Context: an optimization exercise on an open-source flow, tuned for small area. The choices shown serve that exercise and are no tape-out recipe. RTL that was checked went through simulation tests only; none was proved equivalent to the original. The clock port is modelled as an ideal driver; clocking choices that lean on that would not hold on a real chip. Power is estimated from default activity; no workload was simulated.

==> inputs of build 64 <==
==> flow/design.v <==
module top(
    input clk,
    input rst,
    input start,
    output reg tx,
    input rx,
    output [7:0] rxdata,
    output rdone
    );
 localparam [13:0] CI = 14'b01010101010101;    
 localparam [13:0] CT = 14'd5349;
 localparam [13:0] CM = 14'b11111101111101;
 reg [13:0] cp;
 wire [13:0] cs = cp ^ CI;
 wire bitDone = ((cs & CM) == (CT & CM));
 reg [3:0] b;
 wire idle = b[3] & b[1];
 wire F = b[3] ? (b[1] | b[0]) : (b[0] & ~(b[1] ^ b[2]));
 always @(posedge clk) begin
  if (rst | idle) cp <= 14'd0 ^ CI;
  else if (bitDone) cp <= 14'd1 ^ CI;
  else cp <= {cs[12:0], ~(cs[13] ^ cs[0])} ^ CI;
  if (rst) b <= 4'd10;
  else if (idle) begin
    if (start == 1'b1) b <= 4'd0;    
    else b <= 4'd10;
  end
  else if (bitDone) b <= {b[3] | (b[2] & b[1] & b[0]), b[2] ^ (b[1] & b[0]), b[1] ^ b[0], ~b[0]};
  tx <= rst | F;
 end
 localparam [12:0] RI = 13'b1010101010101;
 localparam [12:0] RR = 13'b0111001010011;
 localparam [12:0] RT = 13'b0100100000000;
 localparam [12:0] RM = 13'b0111001110111;
 reg [12:0] rp;
 wire [12:0] rs = rp ^ RI;
 wire rtc = ((rs & RM) == (RT & RM));
 reg [3:0] ri;
 reg ph;
 reg [7:0] rxd;
 assign rxdata = rxd;
 wire ridle = ri[3] & ri[0];
 assign rdone = ri[3] & ~ri[1] & ri[0];
 wire step = ph & (rtc | ri[3]);    
 always @(posedge clk) begin
  if (rst | ~ph) rp <= RR ^ RI;
  else rp <= {rs[11:0], rs[12] ^ rs[0]} ^ RI;
  if (rst) begin ri <= 4'd11; ph <= 1'b0; end
  else if (ridle) begin
    if (rx == 1'b0) ri <= 4'd0;    
    else ri <= 4'd11;
    ph <= 1'b0;
  end
  else if (~ph) ph <= bitDone;
  else if (step) begin ri <= ri + 1'b1; ph <= 1'b0; end
  if (rst) rxd <= 8'h00;
  else if (ph & rtc) rxd <= {rx, rxd[7:1]};
 end
endmodule
==> flow/flow/run.sh <==
#!/bin/bash
# Own layout flow:
#  1. the standard synthesis (standard.sh, unchanged);
#  2. an area re-mapping of its combinational logic with ABC (flip-flops keep
#     their instances, names and cell types);
#  3. the standard layout, with buf_1 port buffers and a small clock
#     distribution (port -> one root buffer -> K leaf buffers) instead of
#     the H-tree; CTS is then left with nothing to do.
# Each tool's output goes to its own log file here.
set -euo pipefail
HERE=$PWD
R=$HERE/orfs/results/$FLOW_PLATFORM/top/base
LIB=$FLOW_HOME/platforms/sky130hd/lib/sky130_fd_sc_hd__tt_025C_1v80.lib
bash standard.sh $R/1_2_yosys.v > synth.log 2>&1
cp $R/1_2_yosys.v $HERE/standard_synth.v
DONTUSE=""
for c in $(grep -o "sky130_fd_sc_hd__lpflow_[a-z0-9_]*\|sky130_fd_sc_hd__probe[a-z0-9_]*" $FLOW_HOME/platforms/sky130hd/config.mk); do DONTUSE="$DONTUSE -dont_use $c"; done
LIB=$LIB IN_V=$HERE/standard_synth.v OUT_V=$R/1_2_yosys.v DONTUSE="$DONTUSE" ABC_SCRIPT=$HERE/flow/area.abc \
  yosys -c $HERE/flow/remap.tcl > remap.log 2>&1
export BUFFER_PORTS_ARGS="-buffer_cell sky130_fd_sc_hd__buf_1"
export KBUF_ROOT=sky130_fd_sc_hd__clkbuf_1
export KBUF_CELL=${KBUF_CELL:-sky130_fd_sc_hd__clkbuf_8}
export KBUF_N=${KBUF_N:-3}
export PRE_CTS_TCL=$HERE/flow/clock_buffers.tcl
export CTS_ARGS="-clk_nets clk"
bash standard.sh finish > layout.log 2>&1
==> flow/flow/area.abc <==
&get -n
&st
&deepsyn -T 20
&nf -R 1000
&put
==> flow/flow/clock_buffers.tcl <==
# Clock distribution: the clock port drives one root clock buffer, which
# drives K leaf clock buffers, each placed at the centre of a cluster of
# flip-flops and driving that cluster.
set block [ord::get_db_block]
set master [[ord::get_db] findMaster $::env(KBUF_CELL)]
set K $::env(KBUF_N)
set rmaster [[ord::get_db] findMaster $::env(KBUF_ROOT)]
set clk [$block findNet clk]
set sinks {}
foreach it [$clk getITerms] {
  if {[$it getIoType] == "INPUT"} {
    set bb [[$it getInst] getBBox]
    lappend sinks [list $it [expr {([$bb xMin] + [$bb xMax]) / 2.0}] [expr {([$bb yMin] + [$bb yMax]) / 2.0}]]
  }
}
# k-means on sink locations, seeded along the x axis
set sorted [lsort -real -index 1 $sinks]
set n [llength $sorted]
set cent {}
for {set k 0} {$k < $K} {incr k} {
  set s [lindex $sorted [expr {int(($k + 0.5) * $n / $K)}]]
  lappend cent [list [lindex $s 1] [lindex $s 2]]
}
for {set iter 0} {$iter < 50} {incr iter} {
  set assign {}
  foreach s $sinks {
    set best 0; set bd 1e30
    for {set k 0} {$k < $K} {incr k} {
      set c [lindex $cent $k]
      set d [expr {abs([lindex $s 1] - [lindex $c 0]) + abs([lindex $s 2] - [lindex $c 1])}]
      if {$d < $bd} {set bd $d; set best $k}
    }
    lappend assign $best
  }
  set new {}
  for {set k 0} {$k < $K} {incr k} {
    set sx 0; set sy 0; set m 0
    foreach s $sinks a $assign { if {$a == $k} { set sx [expr {$sx + [lindex $s 1]}]; set sy [expr {$sy + [lindex $s 2]}]; incr m } }
    if {$m > 0} { lappend new [list [expr {$sx / $m}] [expr {$sy / $m}]] } else { lappend new [lindex $cent $k] }
  }
  set cent $new
}
set root [odb::dbInst_create $block $rmaster clkbuf_root]
set rnet [odb::dbNet_create $block clknet_root]
$rnet setSigType CLOCK
[$root findITerm A] connect $clk
[$root findITerm X] connect $rnet
set rx 0; set ry 0
foreach c $cent { set rx [expr {$rx + [lindex $c 0] / $K}]; set ry [expr {$ry + [lindex $c 1] / $K}] }
$root setLocation [expr {int($rx)}] [expr {int($ry)}]
$root setPlacementStatus PLACED
for {set k 0} {$k < $K} {incr k} {
  set buf [odb::dbInst_create $block $master clkbuf_leaf_$k]
  set net [odb::dbNet_create $block clknet_leaf_$k]
  $net setSigType CLOCK
  set m 0
  foreach s $sinks a $assign {
    if {$a == $k} { set it [lindex $s 0]; $it disconnect; $it connect $net; incr m }
  }
  [$buf findITerm A] connect $rnet
  [$buf findITerm X] connect $net
  set c [lindex $cent $k]
  $buf setLocation [expr {int([lindex $c 0])}] [expr {int([lindex $c 1])}]
  $buf setPlacementStatus PLACED
  puts "clock buffer $k ($::env(KBUF_CELL)) drives $m sinks"
}
==> flow/flow/remap.tcl <==
# Re-map the combinational logic of the standard synthesis netlist for area.
# The flip-flops keep their instances, names and cell types.
yosys -import
set lib $::env(LIB)
set in $::env(IN_V)
set out $::env(OUT_V)
read_liberty -ignore_miss_func $lib
read_verilog $in
hierarchy -top top
# keep every sequential cell as it is
setattr -mod -set keep_hierarchy 1 sky130_fd_sc_hd__df* sky130_fd_sc_hd__edf* sky130_fd_sc_hd__sdf* sky130_fd_sc_hd__dl* sky130_fd_sc_hd__conb_1
flatten
opt_clean
techmap
opt -fast
abc -liberty $lib {*}$::env(DONTUSE) -script $::env(ABC_SCRIPT)
opt_clean -purge
hilomap -singleton -hicell sky130_fd_sc_hd__conb_1 HI -locell sky130_fd_sc_hd__conb_1 LO
splitnets
opt_clean -purge
stat -liberty $lib
select -module top
write_verilog -noattr -nohex -nodec -selected $out
==> flow/standard.sh <==
#!/bin/bash
# synth_recipe.tcl (not shown) runs the flow's synth.tcl, then flattens the netlist and writes it again
# the make line also repeats each setting of config.mk as NAME=value (left out here)
make -C /OpenROAD-flow-scripts/flow DESIGN_CONFIG=/design/flow/config.mk WORK_HOME=/design/flow/orfs CLKGATE_MAP_FILE= SYNTH_SCRIPT=/design/flow/synth_recipe.tcl "${@:-finish}"
==> flow/config.mk <==
export PLATFORM = sky130hd
export DESIGN_NAME = top
export DESIGN_NICKNAME = top
export VERILOG_FILES = /design/flow/design.v
export SDC_FILE = /design/flow/constraint.sdc
export NUM_CORES = 4
export LEC_CHECK = 0
export CAP_MARGIN = 20
export CORE_MARGIN = 2
export CORE_UTILIZATION = 40
export GPL_TIMING_DRIVEN = 0
export SLEW_MARGIN = 20
==> flow/constraint.sdc <==
create_clock -name core_clock -period 10.0 [get_ports {clk}]
set_input_delay 2.0000 -clock core_clock [delete_from_list [all_inputs] [get_ports {clk}]]
set_output_delay 2.0000 -clock core_clock [all_outputs]
set_load 0.01 [all_outputs]
==> inputs of build 34, as changes to build 64 <==
==> flow/design.v, changed modules only <==
module top(
    input clk,
    input rst,
    input start,
    output reg tx,
    input rx,
    output [7:0] rxdata,
    output rdone
    );
 localparam [13:0] CI = 14'b01010101010101;    
 localparam [13:0] CT = 14'd5349;
 localparam [13:0] CM = 14'b11111101111101;
 reg [13:0] cp;
 wire [13:0] cs = cp ^ CI;
 wire bitDone = ((cs & CM) == (CT & CM));
 reg [3:0] b;
 wire idle = b[3] & b[1];
 reg F;
 always @(*) begin
  case (b)
   4'd1, 4'd7, 4'd9, 4'd10: F = 1'b1;
   default: F = 1'b0;
  endcase
 end
 always @(posedge clk) begin
  if (rst | idle) cp <= 14'd0 ^ CI;
  else if (bitDone) cp <= 14'd1 ^ CI;
  else cp <= {cs[12:0], ~(cs[13] ^ cs[0])} ^ CI;
  if (rst) b <= 4'd10;
  else if (idle) b <= start ? 4'd0 : 4'd10;
  else if (bitDone) b <= b + 1'b1;
  tx <= rst | F;
 end
 localparam [12:0] RI = 13'b1010101010101;
 localparam [12:0] RR = 13'b0111001010011;
 localparam [12:0] RT = 13'b0100100000000;
 localparam [12:0] RM = 13'b0111001110111;
 reg [12:0] rp;
 wire [12:0] rs = rp ^ RI;
 wire rtc = ((rs & RM) == (RT & RM));
 reg [3:0] ri;
 reg ph;
 reg [7:0] rxd;
 assign rxdata = rxd;
 wire ridle = (ri == 4'd0) | (ri == 4'd11);
 wire last = (ri == 4'd10);
 assign rdone = (ri == 4'd11);
 always @(posedge clk) begin
  if (rst | ~ph) rp <= RR ^ RI;
  else rp <= {rs[11:0], rs[12] ^ rs[0]} ^ RI;
  if (rst) begin ri <= 4'd0; ph <= 1'b0; end
  else if (ridle) begin ri <= rx ? 4'd0 : 4'd1; ph <= 1'b0; end
  else if (~ph) begin if (bitDone) begin ri <= ri + 1'b1; ph <= 1'b1; end end
  else if (last) begin ri <= 4'd11; ph <= 1'b0; end
  else if (rtc) ph <= 1'b0;
  if (rst) rxd <= 8'h00;
  else if (ph & rtc) rxd <= {rx, rxd[7:1]};
 end
endmodule
--- a/flow/flow/run.sh
+++ b/flow/flow/run.sh
@@ -18,7 +18,7 @@
 LIB=$LIB IN_V=$HERE/standard_synth.v OUT_V=$R/1_2_yosys.v DONTUSE="$DONTUSE" ABC_SCRIPT=$HERE/flow/area.abc \
   yosys -c $HERE/flow/remap.tcl > remap.log 2>&1
 export BUFFER_PORTS_ARGS="-buffer_cell sky130_fd_sc_hd__buf_1"
-export KBUF_ROOT=sky130_fd_sc_hd__clkbuf_1
+export KBUF_ROOT=sky130_fd_sc_hd__clkbuf_2
 export KBUF_CELL=${KBUF_CELL:-sky130_fd_sc_hd__clkbuf_8}
 export KBUF_N=${KBUF_N:-3}
 export PRE_CTS_TCL=$HERE/flow/clock_buffers.tcl
==> flow/flow/area.abc (replaced) <==
&get -n
&st
&syn2
&dch -f
&nf -R 1000
&put
Settings changed: CORE_UTILIZATION 40 to 70, GPL_TIMING_DRIVEN 0 to not set, PLACE_DENSITY set to 0.8.
==> run notes <==
item                                                                build 34            build 64
DP Area                                                            1570 um^2           1479 um^2
Final cell count without fillers                                         198                 193
# rows                                                                    16                  21
Power attributed to combinational cells                              22.0 uW             13.2 uW
Met3 routed wirelength                                                 90 um               84 um
Overall die area                                                   2510 um^2           3916 um^2
Met1 layer usage reported by global route                             28.40%              15.94%
Layout Area Growth over Synthesis                                     8.663%              11.40%
FMAX                                                              0.2942 GHz          0.2687 GHz
Final critical delay including setup and external delays            3.399 ns            3.721 ns
Total sequential power                                                189 uW              186 uW
Status                                      no timing/DRC/antenna violations  no timing/DRC/antenna violations
Setup crit end                                                         rdone  ri[3]$_SDFFE_PP1P_
Clock Power Share                                                      27.0%               27.5%
Worst setup startpoint                                    ri[1]$_SDFFE_PP0P_                 rst
Register-to-register path setup slack                                8.13 ns             7.65 ns
Function not checked in build 34: the RTL went through the layout flow alone.

==> what the ideal ports hide <==
How much do the figures lean on ideal ports? The routed layouts below were timed once more, with nothing changed but the port constraints.
Step 1 assumes that a clkbuf_16 drives the clock port and a buf_2 every other input.
Step 2 times the ports against the registers' clock, not the clock port: input delays grow and output delays shrink by t, the midpoint of the rising clock arrivals with the driver on.
a / b / c = ideal ports / drivers / drivers and shift; a / b = the first two.
run | t (ns) | setup WS [ns] | slew at the worst register clock pin (ns) | worst slew at a driven data input, ns | pins driven straight from the clock port
build 64 | 0.478 | 6.279 / 6.283 / 5.805 | 0.10 / 0.10 | 0.03 | 1
build 34 | 0.374 | 6.601 / 6.579 / 6.715 | 0.12 / 0.12 | 0.03 | 1
After both steps every run listed still meets setup and hold. The setup slack of build 64, which loses most, moves by +0.004 ns with the drivers and by -0.474 ns with both steps.
